Source: an optimization exercise on an open RTL-to-GDS flow (aim: small area, a short achievable clock period and few clock cycles). Production flows keep margins and buffers that such runs may drop. At most, simulation tests tie the RTL to the original design; equivalence was not proved.

==> inputs of v13 <==
Design mul, start of the top module:
module mul (
    input wire clk,
    input wire rst_n,
    input wire [32-1:0] multiplicand_i,
    input wire [32-1:0] multiplier_i,
    input wire                       valid_in,
    input wire                       ctrl_ready_i,
    input wire [                3:0] op_i,
    input wire [ 5-1:0] reg_waddr_i,
    input wire [3-1:0] commit_id_i,
    output reg [32-1:0] result_o,
    output reg                       valid_o,
    output reg [ 5-1:0] reg_waddr_o,
    output reg [3-1:0] commit_id_o
);
clock: 10.0 ns
lec_check: 0
abc_clock_period_in_ps: 2800
cap_margin: 20
core_margin: 2
core_utilization: 40
place_density: 0.65
setup_slack_margin: 5
slew_margin: 20
tns_end_percent: 100
standard.sh (not shown) runs the stock make flow with config.mk's settings and CLKGATE_MAP_FILE= SYNTH_SCRIPT=/design/flow/synth_recipe.tcl, a recipe that flattens the netlist after the stock synthesis.
==> flow/flow/run.sh <==
#!/bin/bash
set -o pipefail
bash standard.sh SETUP_SLACK_MARGIN=7 finish > standard_flow.log 2>&1
==> v1: changes against v13 <==
--- a/flow/design.v
+++ b/flow/design.v
@@ -16,44 +16,36 @@
     wire en = ctrl_ready_i;
     wire op_mulh   = (op_i == 4'b0010);
     wire op_mulhsu = (op_i == 4'b0100);
     wire op_mulhu  = (op_i == 4'b1000);
     wire a_sext = (op_mulh | op_mulhsu) & multiplicand_i[31];
     wire b_sext = op_mulh & multiplier_i[31];
-    wire [32:0] a_d  = {a_sext, multiplicand_i};
-    wire        hi_d = op_mulh | op_mulhsu | op_mulhu;
-    wire [34:0] bx = {b_sext, b_sext, multiplier_i, 1'b0};   
-    wire [16:0] one_d, two_d, neg_d;
-    genvar g;
-    generate for (g = 0; g < 17; g = g + 1) begin : enc
-        assign neg_d[g] = bx[2*g+2] & ~(bx[2*g+1] & bx[2*g]);
-        assign one_d[g] = bx[2*g+1] ^ bx[2*g];
-        assign two_d[g] = (bx[2*g+2] & ~bx[2*g+1] & ~bx[2*g]) | (~bx[2*g+2] & bx[2*g+1] & bx[2*g]);
-    end endgenerate
     reg [32:0] a;
     reg        hi_s1, valid_s1;
     reg [5-1:0]  reg_waddr_s1;
     reg [3-1:0] commit_id_s1;
+    wire [34:0] bx = {b_sext, b_sext, multiplier_i, 1'b0};   
+    reg [34:0] b;   
     wire [16:0] one, two, neg;
-    reg [16:0] one_s1, two_s1, neg_s1;
-    assign one = one_s1;
-    assign two = two_s1;
-    assign neg = neg_s1;
     always @(posedge clk) begin
         if (!rst_n) valid_s1 <= 1'b0;
         else if (en) valid_s1 <= valid_in;
         if (en) begin
-            a            <= a_d;
-            one_s1       <= one_d;
-            two_s1       <= two_d;
-            neg_s1       <= neg_d;
-            hi_s1        <= hi_d;
+            a            <= {a_sext, multiplicand_i};
+            b            <= bx;
+            hi_s1        <= op_mulh | op_mulhsu | op_mulhu;
             reg_waddr_s1 <= reg_waddr_i;
             commit_id_s1 <= commit_id_i;
         end
     end
+    genvar g;
+    generate for (g = 0; g < 17; g = g + 1) begin : enc
+        assign neg[g] = b[2*g+2] & ~(b[2*g+1] & b[2*g]);
+        assign one[g] = b[2*g+1] ^ b[2*g];
+        assign two[g] = (b[2*g+2] & ~b[2*g+1] & ~b[2*g]) | (~b[2*g+2] & b[2*g+1] & b[2*g]);
+    end endgenerate
     wire pp0_0;
     wire pp0_1;
     wire pp0_2;
     wire pp0_3;
     wire pp0_4;
     wire pp0_5;
==> flow/run.sh (new file) <==
#!/bin/bash
# synth_recipe.tcl (not shown) runs the flow's synth.tcl, then flattens the netlist and writes it again
# the make line also repeats each setting of config.mk as NAME=value (left out here)
make -C /OpenROAD-flow-scripts/flow DESIGN_CONFIG=/design/flow/config.mk WORK_HOME=/design/flow/orfs CLKGATE_MAP_FILE= SYNTH_SCRIPT=/design/flow/synth_recipe.tcl finish
--- a/flow/config.mk
+++ b/flow/config.mk
@@ -7,9 +7,7 @@
 export LEC_CHECK = 0
 export ABC_CLOCK_PERIOD_IN_PS = 2800
 export CAP_MARGIN = 20
 export CORE_MARGIN = 2
 export CORE_UTILIZATION = 40
 export PLACE_DENSITY = 0.65
-export SETUP_SLACK_MARGIN = 5
 export SLEW_MARGIN = 20
-export TNS_END_PERCENT = 100
removed: flow/flow/run.sh
removed: flow/standard.sh
==> v6: changes against v13 <==
==> flow/run.sh (new file) <==
#!/bin/bash
# synth_recipe.tcl (not shown) runs the flow's synth.tcl, then flattens the netlist and writes it again
# the make line also repeats each setting of config.mk as NAME=value (left out here)
make -C /OpenROAD-flow-scripts/flow DESIGN_CONFIG=/design/flow/config.mk WORK_HOME=/design/flow/orfs CLKGATE_MAP_FILE= SYNTH_SCRIPT=/design/flow/synth_recipe.tcl finish
removed: flow/flow/run.sh
removed: flow/standard.sh
==> summary.txt <==
Hold slack, lowest first: v1, v6, v13.
Design area, lowest first: v1, v6, v13.
The highest sequential share of layout area belongs to v6, the lowest to v13.
Between v6 and v13, the lower count of clock-buffer cells in the layout is in v6 (gap 1).
Clock skew: v6 < v13 < v1.
In v1 the setup slack is lower than in v13, by 1400 ps.
Utilization, highest first: v13, v1, v6.
Against v6, the non-clock buffer count of v1 is lower by 5.
==> figures <==
metric	v1	v6	v13
DIE HEIGHT	304 µm	306 µm	306 µm
Number of vias in the routed layout	27.0k	26.9k	29.2k
Critical path arrival	5540 ps	4920 ps	4120 ps
WL per Instance	27.4 µm	27.2 µm	29.9 µm
Met3 wire length	16.8 mm	16.7 mm	19.7 mm
Number of enable-type register cells in the synthesized netlist	312	329	329
Area inside the core boundary	0.0888 mm²	0.0901 mm²	0.0901 mm²
Most common library cell in the layout ignoring fill and taps	a22oi_1	a22oi_1	edfxtp_1
Post-synthesis cell count	3340	3386	3386
Met1 routing resource usage after global routing	0.343	0.346	0.375
Run status	finished clean	finished clean	finished clean
Post-route met1 wirelength	46.7 mm	47.0 mm	51.8 mm
X dimension of the die	304 µm	306 µm	306 µm
Share of the synthesized area in compound gates (AO/OA/AOI/OAI)	0.155	0.154	0.154
Area occupied by registers	0.00943 mm²	0.00994 mm²	0.00994 mm²
Num Clock Sinks	315	332	332
Post-placement setup slack	4830 ps	5500 ps	5570 ps
Share of the clock period used by the worst path	0.520	0.456	0.376
Testbench counts of v13, summed over its fixed seeds: cycles 8,824.
Testbench counts of v6, summed over its fixed seeds: cycles 8,824.
Only the layout flow was run in v1; the RTL was not checked for function there.

[re-timing with driven ports]
The flow's constraints put no driver on any port. The routed layouts listed below were extracted and timed again, unchanged, in two steps. Step 1, drivers: a clkbuf_16 drives clk and a buf_2 each remaining input, both assumed. Step 2 times the ports against the registers' clock, not the clock port: input delays grow and output delays shrink by t, the midpoint of the rising clock arrivals with the driver on. Three values: no drivers, after step 1, after step 2; two values: the first two.
run	shift t [ns]	slack for setup (ns)	hold slack, ns	slew at the worst register clock pin (ns)	worst data-port slew with drivers (ns)
v13	0.687	6.238 / 6.238 / 6.238	0.417 / 0.417 / 0.417	0.06 / 0.06	0.07
v1	0.650	4.802 / 4.802 / 4.802	0.417 / 0.417 / 0.417	0.07 / 0.07	0.05
v6	0.669	5.438 / 5.438 / 5.438	0.417 / 0.417 / 0.417	0.06 / 0.06	0.06
After both steps every run listed still meets setup and hold.
